What follows belongs to an exercise in optimizing a design on an open flow for small area; a production flow would make more cautious choices. The RTL was checked by simulation tests, not by an equivalence proof against the original design. Power and IR drop assume default switching activity.

run H:
## lte_hw_acc_scrambler
module lte_hw_acc_scrambler #(
    parameter IN_DATA_WIDTH = 1
)
(
    input  logic                         clk,
    input  logic                         ce,
    input  logic                         rstn,
    input  logic [3:0]                   sfn,
    input [IN_DATA_WIDTH - 1 : 0]        s_data,
    input                                s_valid,
    output                               s_ready,
    input                                in_sof,
    input [7:0]                          in_lof,
    input [4:0]                          cfg_addr,
    input [30:0]                         cfg_data,
    input                                cfg_wr,
    output [IN_DATA_WIDTH - 1 : 0]       m_data,
    output                               m_valid,
    input                                m_ready,
    output                               out_sof,
    output [7:0]                         out_lof
);
    logic [19:0][30:0] cfg_reg;
    logic [30:0] x_data_1, x_data_2;
    logic [7:0]  counter;
    logic        processing;
    wire transfer = s_valid & m_ready;
    wire load     = transfer & in_sof;
  ...
Size in the first run: ~1800 cells after synthesis, roughly 690 flip-flops, about 68 I/O pins, ~0.024 mm^2 of cells after synthesis.
make LEC_CHECK=0 CAP_MARGIN=0 CORE_MARGIN=2 CORE_UTILIZATION=60 SLEW_MARGIN=0 SYNTH_HIERARCHICAL=1 SYNTH_MINIMUM_KEEP_SIZE=0 finish   # period 3.6 ns
run.sh (not shown) runs the stock make flow with config.mk's settings and CLKGATE_MAP_FILE= SYNTH_SCRIPT=/design/flow/synth_recipe.tcl, a recipe that flattens the netlist after the stock synthesis.
Relative to run H, the following input files were edited for run D:
# run H
export LEC_CHECK = 0
export CAP_MARGIN = 0
export CORE_MARGIN = 2
export CORE_UTILIZATION = 60
export SLEW_MARGIN = 0
export SYNTH_HIERARCHICAL = 1
export SYNTH_MINIMUM_KEEP_SIZE = 0
create_clock -name core_clock -period 3.6 [get_ports {clk}]
# run D
export LEC_CHECK = 0
export CAP_MARGIN = 20
export CORE_MARGIN = 2
export CORE_UTILIZATION = 45
export SLEW_MARGIN = 20
export SYNTH_HIERARCHICAL = 1
export SYNTH_MINIMUM_KEEP_SIZE = 0
create_clock -name core_clock -period 3.6 [get_ports {clk}]
==> comparison <==
Compared with run H, run D shows a global-route usage that is 8.0 points lower.
Diff run H -> run D: share of cell area taken by flip-flops and latches has remained practically unchanged; number of iterations in the first detailed-routing pass has decreased; number of cell instances on the worst register-to-register path has remained practically unchanged.
Cmp run H and run D / number of cells upsized or downsized after cts / lower: run H
The estimated power of run D ends up lower than the estimate for run H.

* * *

## run 1
The RTL this note starts from:
==> flow/design.v <==
`timescale 1ns / 1ps
module lte_scr_ao22 (
    input  logic a1, b1, a2, b2,
    output logic y
);
    assign y = (a1 & b1) | (a2 & b2);
endmodule
module lte_scr_ao221 (
    input  logic a1, b1, a2, b2, c,
    output logic y
);
    assign y = (a1 & b1) | (a2 & b2) | c;
endmodule
module lte_scr_aoi222 (
    input  logic a1, b1, a2, b2, a3, b3,
    output logic y
);
    assign y = !((a1 & b1) | (a2 & b2) | (a3 & b3));
endmodule
module lte_scr_nand2 (
    input  logic a, b,
    output logic y
);
    assign y = !(a & b);
endmodule
module lte_scr_nand4 (
    input  logic a, b, c, d,
    output logic y
);
    assign y = !(a & b & c & d);
endmodule
module lte_scr_or12 (
    input  logic [11:0] s,
    input  logic [11:0] d,
    output logic        y
);
    logic [3:0] t;
    for (genvar g = 0; g < 4; g++) begin : g_t
        lte_scr_aoi222 u (.a1(s[3*g]), .b1(d[3*g]), .a2(s[3*g+1]), .b2(d[3*g+1]),
                          .a3(s[3*g+2]), .b3(d[3*g+2]), .y(t[g]));
    end
    lte_scr_nand4 u_o (.a(t[0]), .b(t[1]), .c(t[2]), .d(t[3]), .y(y));
endmodule
module lte_scr_or10 (
    input  logic [9:0] s,
    input  logic [9:0] d,
    output logic       y
);
    logic [3:0] t;
    for (genvar g = 0; g < 3; g++) begin : g_t
        lte_scr_aoi222 u (.a1(s[3*g]), .b1(d[3*g]), .a2(s[3*g+1]), .b2(d[3*g+1]),
                          .a3(s[3*g+2]), .b3(d[3*g+2]), .y(t[g]));
    end
    lte_scr_nand2 u_3 (.a(s[9]), .b(d[9]), .y(t[3]));
    lte_scr_nand4 u_o (.a(t[0]), .b(t[1]), .c(t[2]), .d(t[3]), .y(y));
endmodule
module lte_scr_inv (
    input  logic a,
    output logic y
);
    assign y = !a;
endmodule
module lte_scr_and2 (
    input  logic a, b,
    output logic y
);
    assign y = a & b;
endmodule
module lte_scr_rowsel (
    input  logic a,       
    input  logic b,       
    input  logic r,       
    output logic we,
    output logic keep
);
    logic nab;
    lte_scr_nand2 u_n (.a(a), .b(b), .y(nab));
    lte_scr_inv   u_w (.a(nab), .y(we));
    lte_scr_and2  u_k (.a(r), .b(nab), .y(keep));
endmodule
module lte_scr_xsel (
    input  logic [9:0]  dec,
    input  logic        r,        
    input  logic        ct,       
    input  logic        sof,
    input  logic        proc_,
    output logic [11:0] sel       
);
    wire go = r & ct;
    assign sel[9:0] = dec & {10{go & sof}};
    assign sel[10]  = go & !sof & proc_;
    assign sel[11]  = r & !(ct & (sof | proc_));
endmodule
module lte_hw_acc_scrambler #(
    parameter IN_DATA_WIDTH = 1
)
(
    input  logic                         clk,
    input  logic                         ce,
    input  logic                         rstn,
    input  logic [3:0]                   sfn,
    input [IN_DATA_WIDTH - 1 : 0]        s_data,
    input                                s_valid,
    output                               s_ready,
    input                                in_sof,
    input [7:0]                          in_lof,
    input [4:0]                          cfg_addr,
    input [30:0]                         cfg_data,
    input                                cfg_wr,
    output [IN_DATA_WIDTH - 1 : 0]       m_data,
    output                               m_valid,
    input                                m_ready,
    output                               out_sof,
    output [7:0]                         out_lof
);
    logic [19:0][30:0] cfg_reg;
    logic [30:0] x_data_1, x_data_2;
    logic [7:0]  counter;
    logic        processing;
    wire transfer = s_valid & m_ready;
    wire load     = transfer & in_sof;
    logic [9:0] dec;
    always_comb begin
        for (int k = 0; k < 8; k++)
            dec[k] = !sfn[3] && (sfn[2:0] == k[2:0]);
        dec[8] = sfn[3] & !sfn[0];
        dec[9] = sfn[3] &  sfn[0];
    end
    function automatic logic [30:0] rst_val(input int i);
        rst_val = (i % 2 == 0) ? 31'd1 : 31'((i >> 2) << 9);
    endfunction
    wire       wen = rstn & cfg_wr & !processing;
    logic [4:0] wa;
    logic [3:0] wb;
    always_comb begin
        for (int j = 0; j < 5; j++) wa[j] = wen && cfg_addr[4:2] == j[2:0];
        for (int m = 0; m < 4; m++) wb[m] = cfg_addr[1:0] == m[1:0];
    end
    logic [19:0][1:0] we, keep;
    logic [19:0][30:0] cfg_nxt;
    for (genvar i = 0; i < 20; i++) begin : g_row
        for (genvar h = 0; h < 2; h++) begin : g_h
            lte_scr_rowsel u_rs (.a(wa[i/4]), .b(wb[i%4]), .r(rstn),
                                 .we(we[i][h]), .keep(keep[i][h]));
        end
    end
    wire rst = !rstn;
    for (genvar i = 0; i < 20; i++) begin : g_cfg
        localparam logic [30:0] RV = rst_val(i);
        for (genvar b = 0; b < 31; b++) begin : g_b
            if (RV[b]) begin : g_one
                lte_scr_ao221 u_hold (
                    .a1(cfg_data[b]), .b1(we[i][b/16]), .a2(cfg_reg[i][b]),
                    .b2(keep[i][b/16]), .c(rst), .y(cfg_nxt[i][b]));
            end else begin : g_zero
                lte_scr_ao22 u_hold (
                    .a1(cfg_data[b]), .b1(we[i][b/16]), .a2(cfg_reg[i][b]),
                    .b2(keep[i][b/16]), .y(cfg_nxt[i][b]));
            end
        end
    end
    always_ff @(posedge clk)
        cfg_reg <= cfg_nxt;
    wire ct = ce & transfer;
    logic [1:0][11:0] sel;     
    for (genvar l = 0; l < 2; l++) begin : g_sel
        lte_scr_xsel u_xs (.dec(dec), .r(rstn), .ct(ct), .sof(in_sof),
                           .proc_(processing), .sel(sel[l]));
    end
    wire sel_a1 = rstn & ct & in_sof;
    logic rd1, rd2;
    logic [9:0] c10, c20;
    for (genvar k = 0; k < 10; k++) begin : g_rd
        assign c10[k] = cfg_reg[2*k][0];
        assign c20[k] = cfg_reg[2*k+1][0];
    end
    lte_scr_or10 u_r1 (.s(dec), .d(c10), .y(rd1));
    lte_scr_or10 u_r2 (.s(dec), .d(c20), .y(rd2));
    wire [30:0] nx1, nx2;
    logic t1, t2;
    lte_scr_aoi222 u_lo1 (.a1(sel_a1), .b1(rd1), .a2(sel[0][10]), .b2(x_data_1[1]),
                          .a3(sel[0][11]), .b3(x_data_1[0]), .y(t1));
    lte_scr_aoi222 u_lo2 (.a1(sel_a1), .b1(rd2), .a2(sel[1][10]), .b2(x_data_2[1]),
                          .a3(sel[1][11]), .b3(x_data_2[0]), .y(t2));
    assign nx1[0] = !t1;
    assign nx2[0] = !t2;
    wire [31:1] st1 = {x_data_1[0] ^ x_data_1[3], x_data_1[30:1]};
    wire [31:1] st2 = {x_data_2[0] ^ x_data_2[1] ^ x_data_2[2] ^ x_data_2[3], x_data_2[30:1]};
    for (genvar b = 1; b < 31; b++) begin : g_hi
        logic [11:0] c1, c2;
        for (genvar k = 0; k < 10; k++) begin : g_k
            assign c1[k] = cfg_reg[2*k][b];
            assign c2[k] = cfg_reg[2*k+1][b];
        end
        assign c1[10] = st1[b+1];
        assign c2[10] = st2[b+1];
        assign c1[11] = x_data_1[b];
        assign c2[11] = x_data_2[b];
        lte_scr_or12 u_1 (.s(sel[0]), .d(c1), .y(nx1[b]));
        lte_scr_or12 u_2 (.s(sel[1]), .d(c2), .y(nx2[b]));
    end
    always_ff @(posedge clk) begin
        x_data_1 <= nx1;
        x_data_2 <= nx2;
    end
    always_ff @(posedge clk) begin
        if (ce && transfer) begin
            if (in_sof)
                counter <= in_lof;
            else if (processing)
                counter <= counter - 8'd1;
        end
    end
    always_ff @(posedge clk) begin
        if (!rstn)
            processing <= 1'b0;
        else if (ce && transfer) begin
            if (in_sof)
                processing <= 1'b1;
            else if (processing && counter == 8'd2)
                processing <= 1'b0;
        end
    end
    wire e0 = load ? (rd1 ^ rd2) : (x_data_1[1] ^ x_data_2[1]);
    assign m_data   = s_data ^ e0;
    assign s_ready  = m_ready;
    assign m_valid  = s_valid;
    assign out_lof  = in_lof;
    assign out_sof  = in_sof;
endmodule
==> flow/config.mk <==
export PLATFORM = sky130hd
export DESIGN_NAME = lte_hw_acc_scrambler
export DESIGN_NICKNAME = lte_hw_acc_scrambler
export VERILOG_FILES = /design/flow/design.v
export SDC_FILE = /design/flow/constraint.sdc
export NUM_CORES = 4
export LEC_CHECK = 0
export CAP_MARGIN = 20
export CORE_MARGIN = 2
export CORE_UTILIZATION = 70
export CTS_BUF_LIST = sky130_fd_sc_hd__clkbuf_16
export CTS_CLUSTER_DIAMETER = 70
export CTS_CLUSTER_SIZE = 34
export SLEW_MARGIN = 20
export SYNTH_HIERARCHICAL = 1
export SYNTH_MINIMUM_KEEP_SIZE = 0
==> flow/constraint.sdc <==
create_clock -name core_clock -period 3.6 [get_ports {clk}]
set_input_delay 0.7200 -clock core_clock [delete_from_list [all_inputs] [get_ports {clk}]]
set_output_delay 0.7200 -clock core_clock [all_outputs]
set_load 0.01 [all_outputs]
standard.sh (not shown) runs the stock make flow with config.mk's settings and CLKGATE_MAP_FILE= SYNTH_SCRIPT=/design/flow/synth_recipe.tcl, a recipe that flattens the netlist after the stock synthesis.
==> flow/flow/run.sh <==
#!/bin/bash
# Standard layout, with the smallest buffer on the ports.
export BUFFER_PORTS_ARGS="-buffer_cell sky130_fd_sc_hd__buf_1"
bash standard.sh > standard.log 2>&1
Inputs modified between run 1 and run 2:
--- a/flow/config.mk
+++ b/flow/config.mk
@@ -8,8 +8,8 @@
 export CAP_MARGIN = 20
 export CORE_MARGIN = 2
-export CORE_UTILIZATION = 70
+export CORE_UTILIZATION = 75
 export CTS_BUF_LIST = sky130_fd_sc_hd__clkbuf_16
 export CTS_CLUSTER_DIAMETER = 70
-export CTS_CLUSTER_SIZE = 34
+export CTS_CLUSTER_SIZE = 32
 export SLEW_MARGIN = 20
 export SYNTH_HIERARCHICAL = 1
Results
Post-detailed-route wirelength per cell delta for run 2 relative to run 1: 3.6% higher. Measured against each other, run 2 and run 1 differ in non-clock buffer count, the lower figure coming from run 2. Global router's overall resource usage for run 2 is higher than for run 1. Run 1 -> run 2: final cell count decreased slightly. Run 2: worst hold slack across all endpoints higher than run 1. Run 2 ends up with lower total half-perimeter wirelength after legalization and detailed placement than run 1 does. The relative contribution of the clock network to total power reported for run 2 is greater than that of run 1 by 2.0 points.
The inputs of run 3 differ from those of run 2 as listed below.
--- a/flow/config.mk
+++ b/flow/config.mk
@@ -8,7 +8,7 @@
 export CAP_MARGIN = 20
 export CORE_MARGIN = 2
-export CORE_UTILIZATION = 75
+export CORE_UTILIZATION = 70
 export CTS_BUF_LIST = sky130_fd_sc_hd__clkbuf_16
-export CTS_CLUSTER_DIAMETER = 70
+export CTS_CLUSTER_DIAMETER = 85
 export CTS_CLUSTER_SIZE = 32
 export SLEW_MARGIN = 20
## What came out
Between run 3 and run 2, it is run 3 whose final hold slack is lower, by 0.016 ns. The clock power of run 3 is lower than that of run 2. Compared with run 2, in run 3 post-CTS resize count barely changed; register-to-register slack climbed 0.12 ns; routing usage on met3 climbed 0.26 points; count of clock buffers in the final design dropped 32%; portion of total power attributed to the clock network dropped 7.3 points. Going from run 2 to run 3, die extent in x grows by 3.4%.
### run 3 -> run 4
--- a/flow/config.mk
+++ b/flow/config.mk
@@ -10,5 +10,5 @@
 export CORE_UTILIZATION = 70
 export CTS_BUF_LIST = sky130_fd_sc_hd__clkbuf_16
-export CTS_CLUSTER_DIAMETER = 85
+export CTS_CLUSTER_DIAMETER = 70
 export CTS_CLUSTER_SIZE = 32
 export SLEW_MARGIN = 20
--- outcome ---
| final critical-path share of the clock period | lower: run 4 |. Against run 3 as the reference, run 4 delivers a lower logic gate share of total power. Re clock latency at the later pin of the worst-skew pair: run 3 was higher than run 4. Run 4 vs. run 3: setup slack after layout climbed 0.0061 ns, clock group share of total power higher. Delta (run 4 minus run 3): post-synthesis to final-layout area growth went up; worst hold slack went up. In run 4 relative to run 3, routed wire length had gone up slightly.

re-timing with driven ports:
The results above use ideal ports. As a check the final layouts listed here were re-extracted and re-timed, cells and wires unchanged. Step 1 (the two cells are an assumption about what drives the block):
set clk [get_ports {clk}]
set_driving_cell -lib_cell sky130_fd_sc_hd__clkbuf_16 $clk
set_driving_cell -lib_cell sky130_fd_sc_hd__buf_2 [delete_from_list [all_inputs] $clk]
Step 2, shift: input delay + t, output delay - t, t = (earliest + latest rising clock arrival at the registers) / 2. This alone moves slack from input paths to output paths. Three values: ideal ports, drivers, drivers and shift; two values: the first two.
run | t, ns | slack for setup (ns) | worst setup path at the end
run H | 0.637 | 0.083 / 0.061 / 0.061 | input to output
run D | 0.666 | 0.197 / 0.178 / 0.178 | input to output
run 1 | 0.670 | 0.282 / 0.263 / 0.263 | input to output
run 2 | 0.605 | 0.338 / 0.316 / 0.316 | input to output
run 3 | 0.637 | 0.315 / 0.294 / 0.294 | input to output
run 4 | 0.606 | 0.321 / 0.300 / 0.300 | input to output
After both steps every run listed still meets setup and hold.
